This is an optimization exercise on Yosys and OpenROAD, whose aim is small area, not a production implementation.
The RTL was checked by simulation tests, not by an equivalence proof against the original design. The clock port is modelled as an ideal driver; clocking choices that lean on that would not hold on a real chip.

==> trial 89 <==
==> flow/design.v <==
`timescale 1ns / 1ps
module TOP_FIR(clk, rst, data_in, data_out);
input clk, rst;
input [15:0] data_in;
output [15:0] data_out;
reg [15:0] data_out;
reg [15:0] d [0:34];
reg [5:0] cnt;                 
reg f18, f19, f34, f35;        
reg [7:0] nlo;                 
reg [7:0] nhi;                 
reg [7:0] ylo;                 
reg cn7, kn8, cy7, ky8;        
integer i;
always @(posedge clk) begin
	d[0] <= data_in;
	for (i = 1; i < 35; i = i + 1)
		d[i] <= d[i-1];
end
always @(posedge clk) begin
	if (rst) begin
		cnt <= 6'd0;
		f18 <= 1'b0;
		f19 <= 1'b0;
		f34 <= 1'b0;
		f35 <= 1'b0;
	end else begin
		if (cnt != 6'd33)
			cnt <= cnt + 6'd1;
		f18 <= (cnt >= 6'd17);
		f19 <= f18;
		f34 <= (cnt == 6'd33);
		f35 <= f34;
	end
end
wire [15:0] a_h = d[18] & {16{f19}};    
wire [15:0] b_h = d[34] & {16{f35}};    
wire [15:0] a_l = d[17] & {16{f18}};    
wire [15:0] b_l = d[33] & {16{f34}};    
genvar g;
wire [7:0] nl_p = nlo ^ b_l[7:0] ^ ~a_l[7:0];
wire [7:0] nl_c = (nlo & b_l[7:0]) | (nlo & ~a_l[7:0]) | (b_l[7:0] & ~a_l[7:0]);
wire [7:0] nl_q = {nl_c[6:0], 1'b1};
wire [8:0] nl_k;
wire [7:0] nl_s;
assign nl_k[0] = 1'b0;
generate for (g = 0; g < 8; g = g + 1) begin : nl_add
	assign nl_s[g] = nl_p[g] ^ nl_q[g] ^ nl_k[g];
	assign nl_k[g+1] = (nl_p[g] & nl_q[g]) | (nl_p[g] & nl_k[g]) | (nl_q[g] & nl_k[g]);
end endgenerate
wire [7:0] nh_p = nhi ^ b_h[15:8] ^ ~a_h[15:8];
wire [7:0] nh_c = (nhi & b_h[15:8]) | (nhi & ~a_h[15:8]) | (b_h[15:8] & ~a_h[15:8]);
wire [7:0] nh_q = {nh_c[6:0], cn7};
wire [8:0] nh_k;
wire [7:0] nh_s;
assign nh_k[0] = kn8;
generate for (g = 0; g < 8; g = g + 1) begin : nh_add
	assign nh_s[g] = nh_p[g] ^ nh_q[g] ^ nh_k[g];
	assign nh_k[g+1] = (nh_p[g] & nh_q[g]) | (nh_p[g] & nh_k[g]) | (nh_q[g] & nh_k[g]);
end endgenerate
wire [7:0] al16 = {a_l[3:0], 4'b0000};
wire [7:0] yl_p = ylo ^ al16 ^ nlo;
wire [7:0] yl_c = (ylo & al16) | (ylo & nlo) | (al16 & nlo);
wire [7:0] yl_q = {yl_c[6:0], 1'b0};
wire [8:0] yl_k;
wire [7:0] yl_s;
assign yl_k[0] = 1'b0;
generate for (g = 0; g < 8; g = g + 1) begin : yl_add
	assign yl_s[g] = yl_p[g] ^ yl_q[g] ^ yl_k[g];
	assign yl_k[g+1] = (yl_p[g] & yl_q[g]) | (yl_p[g] & yl_k[g]) | (yl_q[g] & yl_k[g]);
end endgenerate
wire [7:0] ah16 = a_h[11:4];
wire [7:0] yh_p = data_out[15:8] ^ ah16 ^ nhi;
wire [7:0] yh_c = (data_out[15:8] & ah16) | (data_out[15:8] & nhi) | (ah16 & nhi);
wire [7:0] yh_q = {yh_c[6:0], cy7};
wire [8:0] yh_k;
wire [7:0] yh_s;
assign yh_k[0] = ky8;
generate for (g = 0; g < 8; g = g + 1) begin : yh_add
	assign yh_s[g] = yh_p[g] ^ yh_q[g] ^ yh_k[g];
	assign yh_k[g+1] = (yh_p[g] & yh_q[g]) | (yh_p[g] & yh_k[g]) | (yh_q[g] & yh_k[g]);
end endgenerate
always @(posedge clk) begin
	if (rst) begin
		nlo <= 8'd0;
		nhi <= 8'd0;
		ylo <= 8'd0;
		data_out <= 16'd0;
		cn7 <= 1'b0;
		kn8 <= 1'b1;
		cy7 <= 1'b0;
		ky8 <= 1'b0;
	end else begin
		nlo <= nl_s;
		nhi <= nh_s;
		ylo <= yl_s;
		data_out <= {yh_s, ylo};
		cn7 <= nl_c[7];
		kn8 <= nl_k[8];
		cy7 <= yl_c[7];
		ky8 <= yl_k[8];
	end
end
endmodule
==> flow/flow/run.sh <==
#!/bin/bash
# The standard layout with three changes:
#  - after synthesis, flow/polopt.py re-chooses the polarity of the full-adder
#    cells to drop inverters (the netlist stays logically the same, registers untouched);
#  - clock tree synthesis adds no dummy loads and clusters up to 35 sinks per buffer;
#  - port buffers are buf_1.
set -e
W=$PWD
R=$W/orfs/results/sky130hd/TOP_FIR/base
export CTS_ARGS="-sink_clustering_enable -repair_clock_nets -dont_use_dummy_load -buf_list sky130_fd_sc_hd__clkbuf_16 -sink_clustering_size 40 -sink_clustering_max_diameter 60"
export BUFFER_PORTS_ARGS="-buffer_cell sky130_fd_sc_hd__buf_1"
bash standard.sh $R/1_2_yosys.v > standard_synth.log 2>&1
cp $R/1_2_yosys.v $W/1_2_yosys_orig.v
python3 $W/flow/polopt.py $W/1_2_yosys_orig.v $R/1_2_yosys.v > polopt.log 2>&1
bash standard.sh > standard.log 2>&1
==> flow/flow/polopt.py <==
#!/usr/bin/env python3
"""Re-choose the polarity of full-adder cells in a mapped sky130hd netlist.

A full adder is self-dual: FA(~a, ~b, ~c) = (~sum, ~cout). For every fa cell this
script chooses whether it computes on true or complemented signals so that as few
inverters as possible are needed between cells. nor2b cells whose B_N input is
available complemented become nor2 cells. All inverters (inv_*) of the input
netlist are removed and the inverters still needed are re-inserted. Registers and
ports are untouched.

usage: polopt.py in.v out.v
"""
import re
import random
import sys

INV_RE = re.compile(r'^sky130_fd_sc_hd__(inv|clkinv)_\d+$')
INST_RE = re.compile(r'^(\s*)(sky130_fd_sc_hd__\w+)\s+(\S+)\s*\((.*?)\);', re.S | re.M)
PIN_RE = re.compile(r'\.(\w+)\(\s*([^()]*?)\s*\)')
OUT_PINS = {'X', 'Y', 'Q', 'Q_N', 'SUM', 'COUT', 'HI', 'LO'}

A_INV = 3.7536
A_NOR2B = 6.256
A_NOR2 = 3.7536


def main(src, dst):
    text = open(src).read()
    insts = []
    for m in INST_RE.finditer(text):
        pins = PIN_RE.findall(m.group(4))
        insts.append(dict(span=m.span(), indent=m.group(1), typ=m.group(2), name=m.group(3),
                          pins=[(p, n) for p, n in pins]))
    driver = {}
    for i, c in enumerate(insts):
        for p, n in c['pins']:
            if p in OUT_PINS:
                driver[n] = (i, p)

    rm_inv_set = set()
    invs = {i for i, c in enumerate(insts) if INV_RE.match(c['typ'])}

    def base(n):
        pol = 0
        while n in driver and driver[n][0] in rm_inv_set:
            c = insts[driver[n][0]]
            n = dict(c['pins'])['A']
            pol ^= 1
        return n, pol

    # ports: nets named like the module ports; inverters driving a port are kept
    hdr = re.search(r'module\s+\w+\s*\((.*?)\);', text, re.S).group(1)
    ports = {p.strip() for p in hdr.split(',')}

    def is_port(n):
        return n.split('[')[0].strip() in ports

    keep_inv = set()
    for i in invs:
        y = dict(insts[i]['pins'])['Y']
        if is_port(y):
            keep_inv.add(i)
    rm_inv = invs - keep_inv
    rm_inv_set.update(rm_inv)

    fas = [i for i, c in enumerate(insts) if c['typ'].startswith('sky130_fd_sc_hd__fa_')]
    fa_index = {i: k for k, i in enumerate(fas)}

    # sinks: (cell, pin, base net, pol)
    sinks = []
    for i, c in enumerate(insts):
        if i in rm_inv:
            continue
        for p, n in c['pins']:
            if p in OUT_PINS:
                continue
            b, pol = base(n)
            sinks.append((i, p, b, pol))
    # loads of removed inverters that are kept inverters' inputs are covered above

    by_base = {}
    for s in sinks:
        by_base.setdefault(s[2], []).append(s)

    def src_pol(b, f):
        if b in driver and driver[b][0] in fa_index:
            return f[fa_index[driver[b][0]]]
        return 0

    nor2b = {i for i, c in enumerate(insts) if c['typ'] == 'sky130_fd_sc_hd__nor2b_1'}

    def cost_base(b, f):
        sp = src_pol(b, f)
        need_inv = False
        extra = 0.0
        for (i, p, _, pol) in by_base[b]:
            req = pol ^ (f[fa_index[i]] if i in fa_index else 0)
            if i in nor2b and p == 'B_N':
                # nor2b(A, v) == nor2(A, ~v)
                extra += A_NOR2B if req == sp else A_NOR2
                continue
            if req != sp:
                need_inv = True
        return (A_INV if need_inv else 0.0) + extra

    # bases touched by each fa (its outputs and its inputs)
    touch = {}
    for i in fas:
        bs = set()
        for p, n in insts[i]['pins']:
            if p in OUT_PINS:
                if n in by_base:
                    bs.add(n)
            else:
                bs.add(base(n)[0])
        touch[i] = bs

    def total(f):
        return sum(cost_base(b, f) for b in by_base)

    def delta(f, k):
        bs = touch[fas[k]]
        before = sum(cost_base(b, f) for b in bs)
        f[k] ^= 1
        after = sum(cost_base(b, f) for b in bs)
        f[k] ^= 1
        return after - before

    rng = random.Random(1)
    best_f = [0] * len(fas)
    best = total(best_f)
    start = best
    for restart in range(60):
        f = [0] * len(fas) if restart == 0 else [rng.randint(0, 1) for _ in fas]
        improved = True
        while improved:
            improved = False
            order = list(range(len(fas)))
            rng.shuffle(order)
            for k in order:
                if delta(f, k) < -1e-9:
                    f[k] ^= 1
                    improved = True
            if not improved:
                # try pair flips of connected adders
                for k in order:
                    for k2 in range(len(fas)):
                        if k2 == k or not (touch[fas[k]] & touch[fas[k2]]):
                            continue
                        c0 = total_local(f, k, k2, touch, fas, cost_base)
                        f[k] ^= 1
                        f[k2] ^= 1
                        c1 = total_local(f, k, k2, touch, fas, cost_base)
                        if c1 < c0 - 1e-9:
                            improved = True
                            break
                        f[k] ^= 1
                        f[k2] ^= 1
                    if improved:
                        break
        t = total(f)
        if t < best - 1e-9:
            best, best_f = t, f[:]
    f = best_f
    sys.stderr.write('polopt: %d fa, %d inverters removed, cost %.1f -> %.1f\n'
                     % (len(fas), len(rm_inv), start, best))

    # ---- rebuild ----
    new_conn = {}      # (inst, pin) -> net
    new_type = {}      # inst -> type
    new_invs = []      # (name, in, out)
    inv_net = {}
    wires = []

    def inverted(b):
        if b not in inv_net:
            k = len(inv_net)
            nn = '_polopt_n%d_' % k
            inv_net[b] = nn
            new_invs.append(('_polopt_inv%d_' % k, b, nn))
            wires.append(nn)
        return inv_net[b]

    for b, ss in by_base.items():
        sp = src_pol(b, f)
        for (i, p, _, pol) in ss:
            req = pol ^ (f[fa_index[i]] if i in fa_index else 0)
            if i in nor2b and p == 'B_N':
                if req == sp:
                    new_conn[(i, p)] = b
                else:
                    new_type[i] = 'sky130_fd_sc_hd__nor2_1'
                    new_conn[(i, 'B')] = b
                    new_conn[(i, p)] = None
                continue
            new_conn[(i, p)] = b if req == sp else inverted(b)

    out = []
    pos = 0
    for i, c in enumerate(insts):
        s, e = c['span']
        out.append(text[pos:s])
        pos = e
        if i in rm_inv:
            continue
        typ = new_type.get(i, c['typ'])
        pins = []
        for p, n in c['pins']:
            if p in OUT_PINS:
                pins.append((p, n))
            elif (i, p) in new_conn:
                if new_conn[(i, p)] is None:
                    pins.append(('B', new_conn[(i, 'B')]))
                else:
                    pins.append((p, new_conn[(i, p)]))
            else:
                pins.append((p, n))
        body = ',\n'.join('    .%s(%s)' % (p, n if not n.startswith('\\') else n + ' ')
                          for p, n in pins)
        out.append('%s%s %s (\n%s\n  );' % (c['indent'], typ, c['name'], body))
    out.append(text[pos:])
    res = ''.join(out)
    add = ''.join('  wire %s;\n' % w for w in wires)
    add += ''.join('  sky130_fd_sc_hd__inv_1 %s (\n    .A(%s),\n    .Y(%s)\n  );\n'
                   % (nm, a if not a.startswith('\\') else a + ' ', y) for nm, a, y in new_invs)
    k = res.rindex('endmodule')
    res = res[:k] + add + res[k:]
    open(dst, 'w').write(res)


def total_local(f, k, k2, touch, fas, cost_base):
    bs = touch[fas[k]] | touch[fas[k2]]
    return sum(cost_base(b, f) for b in bs)


if __name__ == '__main__':
    main(sys.argv[1], sys.argv[2])
==> flow/standard.sh <==
#!/bin/bash
# synth_recipe.tcl (not shown) runs the flow's synth.tcl, then flattens the netlist and writes it again
# the make line also repeats each setting of config.mk as NAME=value (left out here)
make -C /OpenROAD-flow-scripts/flow DESIGN_CONFIG=/design/flow/config.mk WORK_HOME=/design/flow/orfs CLKGATE_MAP_FILE= SYNTH_SCRIPT=/design/flow/synth_recipe.tcl "${@:-finish}"
==> flow/config.mk <==
export PLATFORM = sky130hd
export DESIGN_NAME = TOP_FIR
export DESIGN_NICKNAME = TOP_FIR
export VERILOG_FILES = /design/flow/design.v
export SDC_FILE = /design/flow/constraint.sdc
export NUM_CORES = 4
export LEC_CHECK = 0
export CAP_MARGIN = 20
export CORE_MARGIN = 2
export CORE_UTILIZATION = 40
export SLEW_MARGIN = 20
==> flow/constraint.sdc <==
create_clock -name core_clock -period 5.0 [get_ports {clk}]
set_input_delay 1.0000 -clock core_clock [delete_from_list [all_inputs] [get_ports {clk}]]
set_output_delay 1.0000 -clock core_clock [all_outputs]
set_load 0.01 [all_outputs]
==> build 25 (differences from trial 89) <==
--- a/flow/flow/run.sh
+++ b/flow/flow/run.sh
@@ -7,7 +7,7 @@
 set -e
 W=$PWD
 R=$W/orfs/results/sky130hd/TOP_FIR/base
-export CTS_ARGS="-sink_clustering_enable -repair_clock_nets -dont_use_dummy_load -buf_list sky130_fd_sc_hd__clkbuf_16 -sink_clustering_size 40 -sink_clustering_max_diameter 60"
+export CTS_ARGS="-sink_clustering_enable -repair_clock_nets -dont_use_dummy_load -buf_list sky130_fd_sc_hd__clkbuf_16 -sink_clustering_size 35 -sink_clustering_max_diameter 200"
 export BUFFER_PORTS_ARGS="-buffer_cell sky130_fd_sc_hd__buf_1"
 bash standard.sh $R/1_2_yosys.v > standard_synth.log 2>&1
 cp $R/1_2_yosys.v $W/1_2_yosys_orig.v
==> flow_metrics.env <==
export IMPL_status="no timing/DRC/antenna violations"
export IMPL_drive_gt1_share_pct=3.21
export IMPL_multi_input_area_share_pct=11.9
export IMPL_sh_seq_area_pct=79.2
export IMPL_fin_nets=953
export IMPL_switching_share_pct=19.7
export IMPL_vias=5082
export IMPL_fin_util_pct=44.2
export IMPL_net_switching_power_mw=1.48
export IMPL_required_ns=5.44
the above is filed under build 25

==> flow_metrics.env <==
export IMPL_status="no timing/DRC/antenna violations"
export IMPL_fin_util_pct=45.3
export IMPL_fin_nets=968
export IMPL_sh_seq_area_pct=77.3
export IMPL_wirelength_met1_um=7010
export IMPL_multi_input_area_share_pct=11.6
export IMPL_wl_um=13900
export IMPL_net_switching_power_mw=1.59
export IMPL_dp_slack_ns=0.414
export IMPL_vias=5148
export IMPL_critPathCaptureType="register"
export IMPL_switching_share_pct=19.6
export IMPL_fin_skew_ns=0.0610
the above is filed under trial 89

==> re-timing with driven ports <==
How much do the figures lean on ideal ports? The routed layouts below were timed once more, with nothing changed but the port constraints.
Step 1 sets driving cells, clkbuf_16 on the clock port and buf_2 on the other inputs (assumed; they add their load-dependent delay and slew).
Step 2 times the ports against the registers' clock, not the clock port: input delays grow and output delays shrink by t, the midpoint of the rising clock arrivals with the driver on.
a / b / c = no drivers / after step 1 / after step 2; a / b = the first two.
run	shift t [ns]	setup WS [ns]	hold slack, ns	clock arrival spread, ns	worst slew at a driven data input, ns
trial 89	0.553	0.441 / 0.441 / 0.441	0.266 / 0.266 / 0.266	0.064 / 0.064	0.03
build 25	0.561	0.434 / 0.434 / 0.434	0.262 / 0.262 / 0.262	0.068 / 0.068	0.03
After both steps every run listed still meets setup and hold.
